From an optimization exercise on the open Yosys and OpenROAD flow, aimed at small area; shortcuts taken in it are not production practice.
RTL that was checked went through simulation tests only; none was proved equivalent to the original.
No activity file was given, so power comes from the tool's default toggle rates.

==> flow/design.v (excerpt) <==
module Guitar_Villains(
    input logic clk,
    input logic n_rst,
    input logic [3:0]button,
    input logic chip_select,
    output logic [6:0]top_row,
    output logic [6:0]bottom_row,
    output logic red_disp,
    output logic green_disp,
    output logic [6:0]ss0,
    output logic [6:0]ss1
);
clock: 20.0 ns
lec_check: 0
abc_area: 1
cap_margin: 20
core_margin: 2
core_utilization: 60
cts_buf_list: sky130_fd_sc_hd__clkbuf_8
slew_margin: 20
run.sh (not shown) runs the stock make flow with config.mk's settings and CLKGATE_MAP_FILE= SYNTH_SCRIPT=/design/flow/synth_recipe.tcl, a recipe that flattens the netlist after the stock synthesis.
Edit:
- CTS_CLUSTER_DIAMETER: unset -> 80
- CTS_CLUSTER_SIZE: unset -> 15
Effect:
- design area goes down by 2.8%
- wire length drops by 2.1%
- count of clock-buffer cells in the layout falls by 43
- sequential power is about the same
- setup slack hardly moves
- via count goes down by 1.6%
Edit:
- CTS_BUF_LIST: sky130_fd_sc_hd__clkbuf_8 -> sky130_fd_sc_hd__clkbuf_16
- CTS_CLUSTER_DIAMETER: 80 -> 100
- CTS_CLUSTER_SIZE: 15 -> 24
Register-to-register slack barely changes.
Core utilization went down by 0.12 points.
Routed wire length hardly moves.
Function was not checked in any run of this note: the RTL went through the layout flow alone.


tundra:
Guitar_Villains, a different RTL version from the one above (not shown whole).
Size in the first run: roughly 2300 cells after synthesis, ~310 flip-flops, about 37 I/O pins.
clock: 20.0 ns
lec_check: 0
abc_area: 1
cap_margin: 20
core_margin: 2
core_utilization: 75
place_density: 0.85
slew_margin: 20
standard.sh (not shown) runs the stock make flow with config.mk's settings and CLKGATE_MAP_FILE= SYNTH_SCRIPT=/design/flow/synth_recipe.tcl, a recipe that flattens the netlist after the stock synthesis.
==> flow/flow/run.sh <==
#!/bin/bash
# Own layout flow: the standard ORFS flow (standard.sh) with these changes,
# all passed to ORFS's own scripts:
#  - half-adder cells are added to the don't-use list, so Yosys's extract_fa
#    leaves XOR logic to ABC, which maps it with smaller gates (the registers
#    and everything else in synthesis are unchanged);
#  - port buffers use the smallest buffer cell instead of clkdlybuf4s50_1;
#  - clock tree synthesis without dummy loads, clkbuf_16 leaf clusters of up
#    to 24 sinks.
# Each tool's full output stays in orfs/logs/; make's output goes to flow.log.
set -euo pipefail
platform_dont_use=$(sed -n '/^export DONT_USE_CELLS += /,/[^\\]$/p' \
  "$FLOW_HOME/platforms/sky130hd/config.mk" | tr -d '\\' | sed 's/export DONT_USE_CELLS += //' | tr -s ' \n' ' ')
export BUFFER_PORTS_ARGS="-buffer_cell sky130_fd_sc_hd__buf_1"
export CTS_ARGS="-sink_clustering_enable -repair_clock_nets -dont_use_dummy_load -buf_list sky130_fd_sc_hd__clkbuf_16 -sink_clustering_size 24 -sink_clustering_max_diameter 100"
bash standard.sh "DONT_USE_CELLS=$platform_dont_use sky130_fd_sc_hd__ha_1 sky130_fd_sc_hd__ha_2 sky130_fd_sc_hd__ha_4" finish > flow.log 2>&1
[inputs] fjord vs tundra
- CTS_CLUSTER_DIAMETER newly set to 100
- PLACE_DENSITY removed (was 0.85)
- CTS_BUF_LIST newly set to sky130_fd_sc_hd__clkbuf_16
- CTS_CLUSTER_SIZE newly set to 24
- CORE_UTILIZATION changed from 75 to 60
--- outcome ---
- Lower period utilization was reported by fjord, not tundra.
- Diff tundra -> fjord: largest vdd supply drop dropped 14%, minimum clock period dropped 0.038 ns, total vias in the final route dropped 502, width of the die climbed 12%.
- Number of buffers outside the clock class in the layout was lower in tundra than in fjord.
For cedar, these inputs were changed with respect to fjord:
==> flow/flow/run.sh <==
#!/bin/bash
# Own layout flow: the standard ORFS flow (standard.sh) with these changes,
# all made through ORFS's own variables:
#  - synthesis maps the logic with an area-oriented ABC script (abc_area.script
#    here: two rounds of &dch / &nf with area recovery, no buffering or gate
#    upsizing); ORFS's scripts are used from a copy whose abc_area.script is
#    this one. Registers and every other synthesis step are unchanged;
#  - half-adder cells are added to the don't-use list, so Yosys's extract_fa
#    leaves XOR logic to ABC;
#  - port buffers use the smallest buffer cell instead of clkdlybuf4s50_1;
#  - clock tree synthesis without dummy loads, clkbuf_16 leaf clusters of up
#    to 24 sinks.
# Each tool's full output stays in orfs/logs/; make's output goes to flow.log.
set -euo pipefail
here=$(pwd)
platform_dont_use=$(sed -n '/^export DONT_USE_CELLS += /,/[^\\]$/p' \
  "$FLOW_HOME/platforms/sky130hd/config.mk" | tr -d '\\' | sed 's/export DONT_USE_CELLS += //' | tr -s ' \n' ' ')
rm -rf "$here/orfs_scripts"
cp -r "$FLOW_HOME/scripts" "$here/orfs_scripts"
cp "$here/flow/abc_area.script" "$here/orfs_scripts/abc_area.script"
export BUFFER_PORTS_ARGS="-buffer_cell sky130_fd_sc_hd__buf_1"
export CTS_ARGS="-sink_clustering_enable -repair_clock_nets -dont_use_dummy_load -buf_list sky130_fd_sc_hd__clkbuf_16 -sink_clustering_size 24 -sink_clustering_max_diameter 100"
bash standard.sh "SCRIPTS_DIR=$here/orfs_scripts" \
  "DONT_USE_CELLS=$platform_dont_use sky130_fd_sc_hd__ha_1 sky130_fd_sc_hd__ha_2 sky130_fd_sc_hd__ha_4" \
  finish > flow.log 2>&1
==> flow/flow/abc_area.script (new file) <==
strash
&get -n
&st
&dch
&nf -R 1000
&st
&dch
&nf -R 1000
&put
topo
stime -c
==> comparison <==
For the count of cell instances traversed by the critical path, cedar came in 3 lower than fjord did. Compared cedar vs fjord, and relative slew slack is down in cedar. cedar ended with less proportion of total power due to net switching than fjord. cedar gives less combinational share of power than fjord did. Compared with fjord, number of cells in the design after placement in cedar decreased by more than 10%. Delta(routed wire length on met2, cedar - fjord) < 0. cedar vs. fjord: share of final-layout standard cells stronger than drive strength 1 went down by 1.4 points. sky130_fd_sc_hd__fa_1 as the slowest cell on the critical path was reported by fjord, and sky130_fd_sc_hd__o21ai_0 by cedar. Count of multi-input gates: cedar < fjord. Setup WNS fjord -> cedar: worse.


Setup of run 1:
Another version of the RTL of Guitar_Villains (not shown whole).
Size in the first run: roughly 1700 cells after synthesis, roughly 37 I/O pins.
Settings: LEC_CHECK=0, ABC_AREA=1, CAP_MARGIN=0, CORE_MARGIN=2, CORE_UTILIZATION=60, GPL_TIMING_DRIVEN=0, SLEW_MARGIN=0; clock period 20.0 ns.
==> flow/flow/run.sh <==
#!/bin/bash
# Own layout flow: the standard ORFS flow (standard.sh) with these changes,
# all made through ORFS's own variables:
#  - synthesis maps the logic with an area-oriented ABC script (abc_area.script
#    here: three rounds of &dch / &nf with area recovery, no buffering or gate
#    upsizing); ORFS's scripts are used from a copy whose abc_area.script is
#    this one. Registers and every other synthesis step are unchanged;
#  - half-adder cells are added to the don't-use list, so Yosys's extract_fa
#    leaves XOR logic to ABC;
#  - port buffers use the smallest buffer cell instead of clkdlybuf4s50_1;
#  - clock tree synthesis without dummy loads, clkbuf_16 leaf clusters of up
#    to 24 sinks.
# Each tool's full output stays in orfs/logs/; make's output goes to flow.log.
set -euo pipefail
here=$(pwd)
platform_dont_use=$(sed -n '/^export DONT_USE_CELLS += /,/[^\\]$/p' \
  "$FLOW_HOME/platforms/sky130hd/config.mk" | tr -d '\\' | sed 's/export DONT_USE_CELLS += //' | tr -s ' \n' ' ')
rm -rf "$here/orfs_scripts"
cp -r "$FLOW_HOME/scripts" "$here/orfs_scripts"
cp "$here/flow/abc_area.script" "$here/orfs_scripts/abc_area.script"
export BUFFER_PORTS_ARGS="-buffer_cell sky130_fd_sc_hd__buf_1"
export CTS_ARGS="-sink_clustering_enable -repair_clock_nets -dont_use_dummy_load -buf_list sky130_fd_sc_hd__clkbuf_16 -sink_clustering_size 24 -sink_clustering_max_diameter 100"
bash standard.sh "SCRIPTS_DIR=$here/orfs_scripts" \
  "DONT_USE_CELLS=$platform_dont_use sky130_fd_sc_hd__ha_1 sky130_fd_sc_hd__ha_2 sky130_fd_sc_hd__ha_4" \
  finish > flow.log 2>&1
==> flow/flow/abc_area.script <==
strash
&get -n
&st
&dch
&nf -R 1000
&st
&dch
&nf -R 1000
&st
&dch
&nf -R 1000
&put
topo
stime -c
The inputs of run 2 differ from those of run 1 as listed below.
- putting CTS_CLUSTER_DIAMETER at 100 where nothing was set
- putting CTS_CLUSTER_SIZE at 24 where nothing was set
- swapping 0 for 20 in CAP_MARGIN
- swapping 0 for 20 in SLEW_MARGIN
- clearing GPL_TIMING_DRIVEN, which used to be 0
- putting CTS_BUF_LIST at sky130_fd_sc_hd__clkbuf_16 where nothing was set
Notes after the runs:
From run 1 to run 2 the numbers moved as follows: sequential-cell power consumption was more or less identical, post-detailed-route wirelength per cell went down, part of the cycle the worst path needs roughly the same.
Diff run 1 -> run 2 | part of the total power dissipated in combinational logic | decrease of 0.2 points
Compared with run 1, run 2 has extra setup slack.
Fmax: run 1 vs run 2 — no meaningful difference
Compared with run 1, run 2 shows a higher wire length on met3.
Status: fraction of standard cell area that is sequential parity (run 1, run 2)
diff inputs: run 2 => run 3
diff --git a/flow/flow/run.sh b/flow/flow/run.sh
--- a/flow/flow/run.sh
+++ b/flow/flow/run.sh
@@ -11,3 +11,3 @@
 #  - clock tree synthesis without dummy loads, clkbuf_16 leaf clusters of up
-#    to 24 sinks.
+#    to 30 sinks.
 # Each tool's full output stays in orfs/logs/; make's output goes to flow.log.
@@ -21,3 +21,3 @@
 export BUFFER_PORTS_ARGS="-buffer_cell sky130_fd_sc_hd__buf_1"
-export CTS_ARGS="-sink_clustering_enable -repair_clock_nets -dont_use_dummy_load -buf_list sky130_fd_sc_hd__clkbuf_16 -sink_clustering_size 24 -sink_clustering_max_diameter 100"
+export CTS_ARGS="-sink_clustering_enable -repair_clock_nets -dont_use_dummy_load -buf_list sky130_fd_sc_hd__clkbuf_16 -sink_clustering_size 30 -sink_clustering_max_diameter 120"
 bash standard.sh "SCRIPTS_DIR=$here/orfs_scripts" \
--- outcome ---
Comparing run 2 with run 3, the global-route usage came out essentially unchanged.
Comparing run 2 and run 3, met3 demand-to-capacity share in global routing is lower on run 3.
Run 3: no failed stages, no open violations at the end
Relative to run 2, global-route track usage on met2 decreased by 0.27 points in run 3.

==> separate check: timing with driven ports <==
How much do the figures lean on ideal ports? The routed layouts below were timed once more, with nothing changed but the port constraints.
Step 1: set_driving_cell puts a clkbuf_16 on clk and a buf_2 on each other input, an assumption about the parent block.
Step 2 adds t to the input delays and takes it off the output delays; t is the mean of the earliest and latest rising clock arrival at the registers after step 1. Input paths then give back, and output paths get back, about the clock's delay inside the block.
a / b / c = ideal / step 1 / step 2; a / b = the first two.
run | t, ns | setup WS [ns] | worst setup path after step 2 | pins driven straight from the clock port
the first run of note 1 | 0.644 | 1.049 / 0.999 / 1.643 | register to output | 1
the second run of note 1 | 0.623 | 1.048 / 0.998 / 1.621 | register to output | 1
the third run of note 1 | 0.558 | 1.048 / 0.995 / 1.553 | register to output | 1
tundra | 0.534 | 2.634 / 2.583 / 3.117 | register to output | 1
fjord | 0.547 | 2.673 / 2.620 / 3.167 | register to output | 1
cedar | 0.544 | 1.033 / 0.982 / 1.526 | register to output | 1
run 1 | 0.548 | 1.094 / 1.044 / 1.592 | register to output | 1
run 2 | 0.546 | 1.117 / 1.069 / 1.616 | register to output | 1
run 3 | 0.542 | 1.132 / 1.084 / 1.626 | register to output | 1
After both steps every run listed still meets setup and hold.
